Context: an optimization exercise on an open-source flow, tuned for small area, a short achievable clock period and few clock cycles per item. The choices shown serve that exercise and are no tape-out recipe. RTL that was checked went through simulation tests only; none was proved equivalent to the original. The flow treats the clock pin as an ideal source. Dropping or thinning the clock tree relies on that and would not hold on a real chip. Power is estimated from default activity; no workload was simulated.

==> v31 <==
==> flow/design.v (excerpt) <==
module heichips25_systolicArray #(
    parameter BITWIDTH = 4,
    parameter OUTWIDTH = 2*BITWIDTH
)(
    input                           clk,
    input                           reset,
    input        [BITWIDTH -1:0]    data_in,
    input                           load_weights,
    input                           load_inputs,
    input                           store_outputs,
    output logic [OUTWIDTH -1:0]    results,
    output logic                    valid_out
);
==> module heichips25_systolicArray, before the edit <==
module heichips25_systolicArray #(
    parameter BITWIDTH = 4,
    parameter OUTWIDTH = 2*BITWIDTH
)(
    input                           clk,
    input                           reset,
    input        [BITWIDTH -1:0]    data_in,
    input                           load_weights,
    input                           load_inputs,
    input                           store_outputs,
    output logic [OUTWIDTH -1:0]    results,
    output logic                    valid_out
);
    logic [3:0]  wr [0:3][0:3];    
    logic [3:0]  x  [0:3][0:3];    
    logic [3:0]  cnt;        
    logic [1:0]  ph;         
    logic [3:0]  io;         
    logic [1:0]  jc;         
    logic [3:0]  wp;         
    logic        mid_r;      
    logic        m2, m3;     
    logic        st1, st2;   
    logic [63:0] r1;         
    logic [15:0] r2;         
    logic [7:0]  ca, cb;     
    always @(posedge clk) begin
        for (int k = 0; k < 4; k++) begin
            wr[k][0] <= (load_weights && cnt[3:2] == k) ? data_in : wr[k][3];
            for (int p = 1; p < 4; p++) wr[k][p] <= wr[k][p-1];
        end
    end
    always @(posedge clk) begin
        for (int r = 0; r < 4; r++) begin
            if (load_inputs && cnt[3:2] == r) begin
                x[r][0] <= data_in;
                for (int k = 1; k < 4; k++) x[r][k] <= x[r][k-1];
            end
        end
    end
    wire       mid_n = load_inputs && cnt >= 4 && cnt <= 14;   
    wire [1:0] ph1 = ph + 2'd1;
    wire [1:0] pa = ph1 - {1'b0, ph1[0]};         
    wire [1:0] pb = cnt[1:0] - 2'd2;              
    wire [1:0] pc = ph - 2'd1;                    
    wire [1:0] pd = ph - jc;                      
    logic [3:0] wp_n;
    always_comb begin
        for (int p = 0; p < 4; p++) begin
            if (mid_n)              wp_n[p] = pa == p;
            else if (store_outputs) wp_n[p] = pd == p;
            else if (load_weights)  wp_n[p] = pb == p;
            else                    wp_n[p] = pc == p;
        end
    end
    always @(posedge clk) begin
        cnt       <= reset ? 4'd0 : (load_weights || load_inputs) ? cnt + 4'd1 : cnt;
        valid_out <= !reset && load_inputs && cnt == 15;
        ph        <= load_weights ? cnt[1:0] : ph + 2'd1;
        mid_r     <= mid_n;
        if (mid_n)              jc <= {1'b0, ph1[0]};
        else if (store_outputs) jc <= jc + 2'd1;
        else                    jc <= 2'd2;
        wp        <= wp_n;
        if (mid_n || !store_outputs) io <= 4'b0001;
        else if (jc == 3)            io <= {io[2:0], io[3]};
        m2        <= mid_r;
        m3        <= m2;
        st1       <= store_outputs;
        st2       <= st1;
    end
    logic [3:0] a [0:3];
    logic [3:0] b [0:3];
    always_comb begin
        for (int k = 0; k < 4; k++) begin
            a[k] = ({4{io[0]}} & x[0][3-k]) | ({4{io[1]}} & x[1][3-k])
                 | ({4{io[2]}} & x[2][3-k]) | ({4{io[3]}} & x[3][3-k]);
            b[k] = ({4{wp[0]}} & wr[k][0]) | ({4{wp[1]}} & wr[k][1])
                 | ({4{wp[2]}} & wr[k][2]) | ({4{wp[3]}} & wr[k][3]);
        end
    end
    wire [63:0] r1_n;
    dot4_l1 l1 (
        .a0(a[0]), .a1(a[1]), .a2(a[2]), .a3(a[3]),
        .b0(b[0]), .b1(b[1]), .b2(b[2]), .b3(b[3]),
        .r(r1_n)
    );
    wire [15:0] r2_n;
    dot4_l23 l23 (.r(r1), .s(r2_n));
    wire [7:0] sum = r2[7:0] + r2[15:8];
    always @(posedge clk) begin
        r1 <= r1_n;
        r2 <= r2_n;
        ca <= m3 ? sum : cb;
        cb <= ca;
        results <= (!st1 || !st2) ? ((ph[0] ^ st1) ? ca : cb) : sum;
    end
endmodule
Settings: LEC_CHECK=0, CAP_MARGIN=20, CORE_MARGIN=2, CORE_UTILIZATION=66, CTS_CLUSTER_DIAMETER=120, CTS_CLUSTER_SIZE=28, SETUP_SLACK_MARGIN=4.42, SLEW_MARGIN=20; clock period 6.5 ns.
standard.sh (not shown) runs the stock make flow with config.mk's settings and CLKGATE_MAP_FILE= SYNTH_SCRIPT=/design/flow/synth_recipe.tcl, a recipe that flattens the netlist after the stock synthesis.
==> flow/flow/run.sh <==
#!/bin/bash
# Layout flow: the standard flow (standard.sh), with one change to clock
# tree synthesis (pre_cts.tcl): the clock tree is built by TritonCTS as usual,
# then its middle level of buffers is removed so that the root buffer drives
# the leaf buffers directly. The tree stays balanced; it has one buffer less
# between the clock port and every register. Its buffers are then made
# inverters of the same drive (two inversions between the port and every
# register). The ports are buffered with buf_2 rather than the slow delay
# buffer that buffer_ports picks by default.
set -euo pipefail
work=$(pwd)
export PRE_CTS_TCL="$work/flow/pre_cts.tcl"
export BUFFER_PORTS_ARGS="-buffer_cell sky130_fd_sc_hd__buf_2"
bash standard.sh > "$work/flow_standard.log" 2>&1 || { tail -50 "$work/flow_standard.log"; exit 1; }
tail -5 "$work/flow_standard.log"
==> flow/flow/pre_cts.tcl <==
# Sourced by ORFS's cts.tcl before clock tree synthesis (PRE_CTS_TCL).
# Wraps clock_tree_synthesis: after TritonCTS has built the tree (without
# dummy loads), each buffer between the root buffer and the leaf buffers is
# removed and the leaf buffers it drove are connected to the root buffer's
# net. Then every buffer of the tree (the root and the leaves) is replaced by
# an inverter of the same drive at the same place: the registers see the clock
# through two inversions, so its edges are unchanged, and every register is
# still reached through the same number of stages.
rename clock_tree_synthesis my_cts_orig
proc clock_tree_synthesis { args } {
  my_cts_orig {*}$args -dont_use_dummy_load
  set block [ord::get_db_block]
  set clkport [$block findBTerm clk]
  set clknet [$clkport getNet]
  # the root buffer: the one cell the clock port drives
  set roots {}
  foreach it [$clknet getITerms] {
    if {[$it isInputSignal]} { lappend roots [$it getInst] }
  }
  if {[llength $roots] != 1} { puts "pre_cts: [llength $roots] cells on the clock port, tree left as built"; return }
  set root [lindex $roots 0]
  set rootnet [[$root findITerm X] getNet]
  set removed 0
  foreach it [$rootnet getITerms] {
    if {![$it isInputSignal]} continue
    set inst [$it getInst]
    if {![string match *clkbuf* [[$inst getMaster] getName]]} continue
    set onet [[$inst findITerm X] getNet]
    set loads {}
    set allbuf 1
    foreach l [$onet getITerms] {
      if {[$l isInputSignal]} {
        lappend loads $l
        if {![string match *clkbuf* [[[$l getInst] getMaster] getName]]} { set allbuf 0 }
      }
    }
    if {!$allbuf || [llength $loads] == 0} continue
    foreach l $loads { $l disconnect; $l connect $rootnet }
    $it disconnect
    [$inst findITerm X] disconnect
    odb::dbInst_destroy $inst
    odb::dbNet_destroy $onet
    incr removed
  }
  puts "pre_cts: removed $removed middle clock buffers"
  # root and leaves: buffers -> inverters
  set inv [[ord::get_db] findMaster sky130_fd_sc_hd__clkinv_16]
  set tree [list $root]
  foreach it [$rootnet getITerms] {
    if {[$it isInputSignal]} { lappend tree [$it getInst] }
  }
  set swapped 0
  foreach inst $tree {
    if {![string match *clkbuf* [[$inst getMaster] getName]]} continue
    set in [[$inst findITerm A] getNet]
    set out [[$inst findITerm X] getNet]
    set loc [$inst getLocation]
    set name [$inst getName]
    odb::dbInst_destroy $inst
    set ni [odb::dbInst_create $block $inv ${name}_inv]
    $ni setLocation [lindex $loc 0] [lindex $loc 1]
    $ni setPlacementStatus PLACED
    [$ni findITerm A] connect $in
    [$ni findITerm Y] connect $out
    incr swapped
  }
  puts "pre_cts: $swapped clock buffers made inverters"
}
==> v4 (differences from v31) <==
- CORE_UTILIZATION: 66 -> 60
- SETUP_SLACK_MARGIN: 4.42 -> 4.4
==> v35 (differences from v31) <==
--- a/flow/design.v
+++ b/flow/design.v
@@ -422,9 +422,9 @@
     logic [3:0]  wp;         
     logic        mid_r;      
-    logic        m2, m3;     
+    logic [1:0]  t1, t2;     
     logic        st1, st2;   
     logic [63:0] r1;         
     logic [15:0] r2;         
-    logic [7:0]  ca, cb;     
+    logic [7:0]  c0, c1;     
     always @(posedge clk) begin
         for (int k = 0; k < 4; k++) begin
@@ -442,6 +442,5 @@
     end
     wire       mid_n = load_inputs && cnt >= 4 && cnt <= 14;   
-    wire [1:0] ph1 = ph + 2'd1;
-    wire [1:0] pa = ph1 - {1'b0, ph1[0]};         
+    wire [1:0] pa = ph + 2'd1 - {1'b0, cnt[0]};   
     wire [1:0] pb = cnt[1:0] - 2'd2;              
     wire [1:0] pc = ph - 2'd1;                    
@@ -461,5 +460,5 @@
         ph        <= load_weights ? cnt[1:0] : ph + 2'd1;
         mid_r     <= mid_n;
-        if (mid_n)              jc <= {1'b0, ph1[0]};
+        if (mid_n)              jc <= {1'b0, cnt[0]};
         else if (store_outputs) jc <= jc + 2'd1;
         else                    jc <= 2'd2;
@@ -467,6 +466,6 @@
         if (mid_n || !store_outputs) io <= 4'b0001;
         else if (jc == 3)            io <= {io[2:0], io[3]};
-        m2        <= mid_r;
-        m3        <= m2;
+        t1        <= {mid_r && jc[0], mid_r && !jc[0]};
+        t2        <= t1;
         st1       <= store_outputs;
         st2       <= st1;
@@ -494,7 +493,7 @@
         r1 <= r1_n;
         r2 <= r2_n;
-        ca <= m3 ? sum : cb;
-        cb <= ca;
-        results <= (!st1 || !st2) ? ((ph[0] ^ st1) ? ca : cb) : sum;
+        if (t2[0]) c0 <= sum;
+        if (t2[1]) c1 <= sum;
+        results <= !st1 ? c0 : !st2 ? c1 : sum;
     end
 endmodule
==> flow/flow/run.sh (replaced) <==
#!/bin/bash
# Layout flow: the standard flow (standard.sh), with one change to clock
# tree synthesis (pre_cts.tcl): the clock tree is built by TritonCTS as usual,
# then its middle level of buffers is removed so that the root buffer drives
# the leaf buffers directly. The tree stays balanced; it has one buffer less
# between the clock port and every register.
set -euo pipefail
work=$(pwd)
export PRE_CTS_TCL="$work/flow/pre_cts.tcl"
bash standard.sh > "$work/flow_standard.log" 2>&1 || { tail -50 "$work/flow_standard.log"; exit 1; }
tail -5 "$work/flow_standard.log"
==> flow/flow/pre_cts.tcl (replaced) <==
# Sourced by ORFS's cts.tcl before clock tree synthesis (PRE_CTS_TCL).
# Wraps clock_tree_synthesis: after TritonCTS has built the tree, each buffer
# between the root buffer and the leaf buffers is removed and the leaf buffers
# it drove are connected to the root buffer's net. No dummy loads are added.
rename clock_tree_synthesis my_cts_orig
proc clock_tree_synthesis { args } {
  my_cts_orig {*}$args -dont_use_dummy_load
  set block [ord::get_db_block]
  set clkport [$block findBTerm clk]
  set clknet [$clkport getNet]
  # the root buffer: the one cell the clock port drives
  set roots {}
  foreach it [$clknet getITerms] {
    if {[$it isInputSignal]} { lappend roots [$it getInst] }
  }
  if {[llength $roots] != 1} { puts "pre_cts: [llength $roots] cells on the clock port, tree left as built"; return }
  set rootnet [[[lindex $roots 0] findITerm X] getNet]
  set removed 0
  foreach it [$rootnet getITerms] {
    if {![$it isInputSignal]} continue
    set inst [$it getInst]
    if {![string match *clkbuf* [[$inst getMaster] getName]]} continue
    set onet [[$inst findITerm X] getNet]
    set loads {}
    set allbuf 1
    foreach l [$onet getITerms] {
      if {[$l isInputSignal]} {
        lappend loads $l
        if {![string match *clkbuf* [[[$l getInst] getMaster] getName]]} { set allbuf 0 }
      }
    }
    if {!$allbuf || [llength $loads] == 0} continue
    foreach l $loads { $l disconnect; $l connect $rootnet }
    $it disconnect
    [$inst findITerm X] disconnect
    odb::dbInst_destroy $inst
    odb::dbNet_destroy $onet
    incr removed
  }
  puts "pre_cts: removed $removed middle clock buffers"
}
- CORE_UTILIZATION: 66 -> 60
- SETUP_SLACK_MARGIN: 4.42 -> 4.15
==> run summary <==
v31 went through all stages and came out clean. v4 finished with timing, DRC and antenna clean. v35 ran to the end with no violations.
Against v4, the core utilization of v35 is lower by 0.35 points.
The lowest worst hold slack belongs to v4, the highest to v31.
First-iteration DRC count: v31 > v35 > v4.
Against v35, the register-to-register slack of v31 is higher by 110 ps.
The lowest total power belongs to v35, the highest to v31.
Between v31 and v35, the lower area after synthesis is in v31 (gap 0.74%, measured against v35).
Testbench counts of v31, summed over its fixed seeds: cycles 9,216, jobs 192.
Testbench counts of v4, summed over its fixed seeds: cycles 9,216, jobs 192.
Testbench counts of v35, summed over its fixed seeds: cycles 9,216, jobs 192.
The clock cells of v31 and v4 come from the design's own scripts or RTL, not from TritonCTS.

---

==> run Y: inputs <==
Another version of the RTL of heichips25_systolicArray (not shown whole).
==> module heichips25_systolicArray, before the edit <==
module heichips25_systolicArray #(
    parameter BITWIDTH = 4,
    parameter OUTWIDTH = 2*BITWIDTH
)(
    input                           clk,
    input                           reset,
    input        [BITWIDTH -1:0]    data_in,
    input                           load_weights,
    input                           load_inputs,
    input                           store_outputs,
    output logic [OUTWIDTH -1:0]    results,
    output logic                    valid_out
);
    logic [3:0]  wr [0:3][0:3];    
    logic [3:0]  x  [0:3][0:3];    
    logic [3:0]  cnt;        
    logic [1:0]  ph;         
    logic [3:0]  io;         
    logic [1:0]  jc;         
    logic [3:0]  wp;         
    logic        mid_r;      
    logic [1:0]  t1, t2;     
    logic        st1, st2;   
    logic [63:0] r1;         
    logic [15:0] r2;         
    logic [7:0]  c0, c1;     
    always @(posedge clk) begin
        for (int k = 0; k < 4; k++) begin
            wr[k][0] <= (load_weights && cnt[3:2] == k) ? data_in : wr[k][3];
            for (int p = 1; p < 4; p++) wr[k][p] <= wr[k][p-1];
        end
    end
    always @(posedge clk) begin
        for (int r = 0; r < 4; r++) begin
            if (load_inputs && cnt[3:2] == r) begin
                x[r][0] <= data_in;
                for (int k = 1; k < 4; k++) x[r][k] <= x[r][k-1];
            end
        end
    end
    wire       mid_n = load_inputs && cnt >= 4 && cnt <= 14;   
    wire [1:0] ph_n  = load_weights ? cnt[1:0] : ph + 2'd1;
    logic [1:0] jc_n;
    always_comb begin
        if (mid_n)              jc_n = {1'b0, cnt[0]};
        else if (store_outputs) jc_n = jc + 2'd1;
        else                    jc_n = 2'd2;
    end
    wire [1:0] wp_n = ph_n - jc_n;
    always @(posedge clk) begin
        cnt       <= reset ? 4'd0 : (load_weights || load_inputs) ? cnt + 4'd1 : cnt;
        valid_out <= !reset && load_inputs && cnt == 15;
        ph        <= ph_n;
        mid_r     <= mid_n;
        jc        <= jc_n;
        for (int p = 0; p < 4; p++) wp[p] <= wp_n == p;
        if (mid_n || !store_outputs) io <= 4'b0001;
        else if (jc == 3)            io <= {io[2:0], io[3]};
        t1        <= {mid_r && jc[0], mid_r && !jc[0]};
        t2        <= t1;
        st1       <= store_outputs;
        st2       <= st1;
    end
    logic [3:0] a [0:3];
    logic [3:0] b [0:3];
    always_comb begin
        for (int k = 0; k < 4; k++) begin
            a[k] = ({4{io[0]}} & x[0][3-k]) | ({4{io[1]}} & x[1][3-k])
                 | ({4{io[2]}} & x[2][3-k]) | ({4{io[3]}} & x[3][3-k]);
            b[k] = ({4{wp[0]}} & wr[k][0]) | ({4{wp[1]}} & wr[k][1])
                 | ({4{wp[2]}} & wr[k][2]) | ({4{wp[3]}} & wr[k][3]);
        end
    end
    wire [63:0] r1_n;
    dot4_l1 l1 (
        .a0(a[0]), .a1(a[1]), .a2(a[2]), .a3(a[3]),
        .b0(b[0]), .b1(b[1]), .b2(b[2]), .b3(b[3]),
        .r(r1_n)
    );
    wire [15:0] r2_n;
    dot4_l23 l23 (.r(r1), .s(r2_n));
    wire [7:0] sum = r2[7:0] + r2[15:8];
    always @(posedge clk) begin
        r1 <= r1_n;
        r2 <= r2_n;
        if (t2[0]) c0 <= sum;
        if (t2[1]) c1 <= sum;
        results <= !st1 ? c0 : !st2 ? c1 : sum;
    end
endmodule
==> flow/config.mk <==
export PLATFORM = sky130hd
export DESIGN_NAME = heichips25_systolicArray
export DESIGN_NICKNAME = heichips25_systolicArray
export VERILOG_FILES = /design/flow/design.v
export SDC_FILE = /design/flow/constraint.sdc
export NUM_CORES = 4
export LEC_CHECK = 0
export CAP_MARGIN = 20
export CORE_MARGIN = 2
export CORE_UTILIZATION = 75
export CTS_CLUSTER_DIAMETER = 120
export CTS_CLUSTER_SIZE = 28
export SETUP_SLACK_MARGIN = 4.27
export SLEW_MARGIN = 20
==> flow/constraint.sdc <==
create_clock -name core_clock -period 6.5 [get_ports {clk}]
set_input_delay 1.3000 -clock core_clock [delete_from_list [all_inputs] [get_ports {clk}]]
set_output_delay 1.3000 -clock core_clock [all_outputs]
set_load 0.01 [all_outputs]
run.sh (not shown) runs the stock make flow with config.mk's settings and CLKGATE_MAP_FILE= SYNTH_SCRIPT=/design/flow/synth_recipe.tcl, a recipe that flattens the netlist after the stock synthesis.
Stock flow here: none of the scripts above is used.
==> inputs of run B, as changes to run Y <==
--- a/flow/design.v
+++ b/flow/design.v
@@ -441,21 +441,27 @@
         end
     end
     wire       mid_n = load_inputs && cnt >= 4 && cnt <= 14;   
-    wire [1:0] ph_n  = load_weights ? cnt[1:0] : ph + 2'd1;
-    logic [1:0] jc_n;
+    wire [1:0] pa = ph + 2'd1 - {1'b0, cnt[0]};   
+    wire [1:0] pb = cnt[1:0] - 2'd2;              
+    wire [1:0] pc = ph - 2'd1;                    
+    logic [3:0] wp_n;
     always_comb begin
-        if (mid_n)              jc_n = {1'b0, cnt[0]};
-        else if (store_outputs) jc_n = jc + 2'd1;
-        else                    jc_n = 2'd2;
+        for (int p = 0; p < 4; p++) begin
+            if (mid_n)              wp_n[p] = pa == p;
+            else if (store_outputs) wp_n[p] = wp[p];
+            else if (load_weights)  wp_n[p] = pb == p;
+            else                    wp_n[p] = pc == p;
+        end
     end
-    wire [1:0] wp_n = ph_n - jc_n;
     always @(posedge clk) begin
         cnt       <= reset ? 4'd0 : (load_weights || load_inputs) ? cnt + 4'd1 : cnt;
         valid_out <= !reset && load_inputs && cnt == 15;
-        ph        <= ph_n;
+        ph        <= load_weights ? cnt[1:0] : ph + 2'd1;
         mid_r     <= mid_n;
-        jc        <= jc_n;
-        for (int p = 0; p < 4; p++) wp[p] <= wp_n == p;
+        if (mid_n)              jc <= {1'b0, cnt[0]};
+        else if (store_outputs) jc <= jc + 2'd1;
+        else                    jc <= 2'd2;
+        wp        <= wp_n;
         if (mid_n || !store_outputs) io <= 4'b0001;
         else if (jc == 3)            io <= {io[2:0], io[3]};
         t1        <= {mid_r && jc[0], mid_r && !jc[0]};
CORE_UTILIZATION = 60   (was 75)
==> run summary <==
run status complete, no violations; Yosys cell types 41; PnR Total Power 3.24 mW; final net count 689; postcts setup bufs 8; ratio of cells with drive above 1 in the final layout 15.0%; GRT Util Overall 22.0%; Worst-Margin Slew 0.790 ns; routed wire length 17.0 mm; buffering overhead 2.81%; bufs w/o clock 26
# the run above: run B

==> run summary <==
Num CTS Buffers 11; main combinational cell family by area after synthesis compound AO/OA/AOI/OAI gates; buffering overhead 1.81%; GRT Util Overall 27.4%; bufs w/o clock 22; final net count 683; clock slew at reported path FFs 0.10 ns; postcts setup bufs 2; run status complete, no violations; PnR Total Power 3.30 mW; Post-Place Cell Area 0.00907 mm²; Routability Congestion 0.959; Worst-Margin Slew 0.976 ns; Tap Count 143
# the run above: run Y

Testbench counts of run Y, summed over its fixed seeds: cycles 9,216, jobs 192.
For run B, only the layout was checked, not whether the RTL still works.

## re-timing with driven ports
Ports are ideal in the flow. The routed layouts listed here were re-timed in OpenROAD. Step 1 assumes that a clkbuf_16 drives the clock port and a buf_2 every other input. Step 2, shift: input delay + t, output delay - t, t = (earliest + latest rising clock arrival at the registers) / 2. This alone moves slack from input paths to output paths. a / b / c = ideal ports / drivers / drivers and shift; a / b = the first two.
run	t (ns)	setup slack, ns	worst hold slack (ns)
v31	0.387	4.443 / 4.368 / 4.123	0.336 / 0.336 / 0.336
v4	0.395	4.427 / 4.367 / 4.135	0.333 / 0.334 / 0.334
v35	0.431	4.207 / 4.164 / 3.839	0.334 / 0.334 / 0.334
run Y	0.502	4.164 / 4.164 / 3.670	0.336 / 0.336 / 0.336
run B	0.502	4.268 / 4.225 / 3.806	0.344 / 0.344 / 0.344
After both steps every run listed still meets setup and hold. For run Y, which loses most, drivers alone change the setup slack by 0.000 ns; drivers and shift together by -0.494 ns.
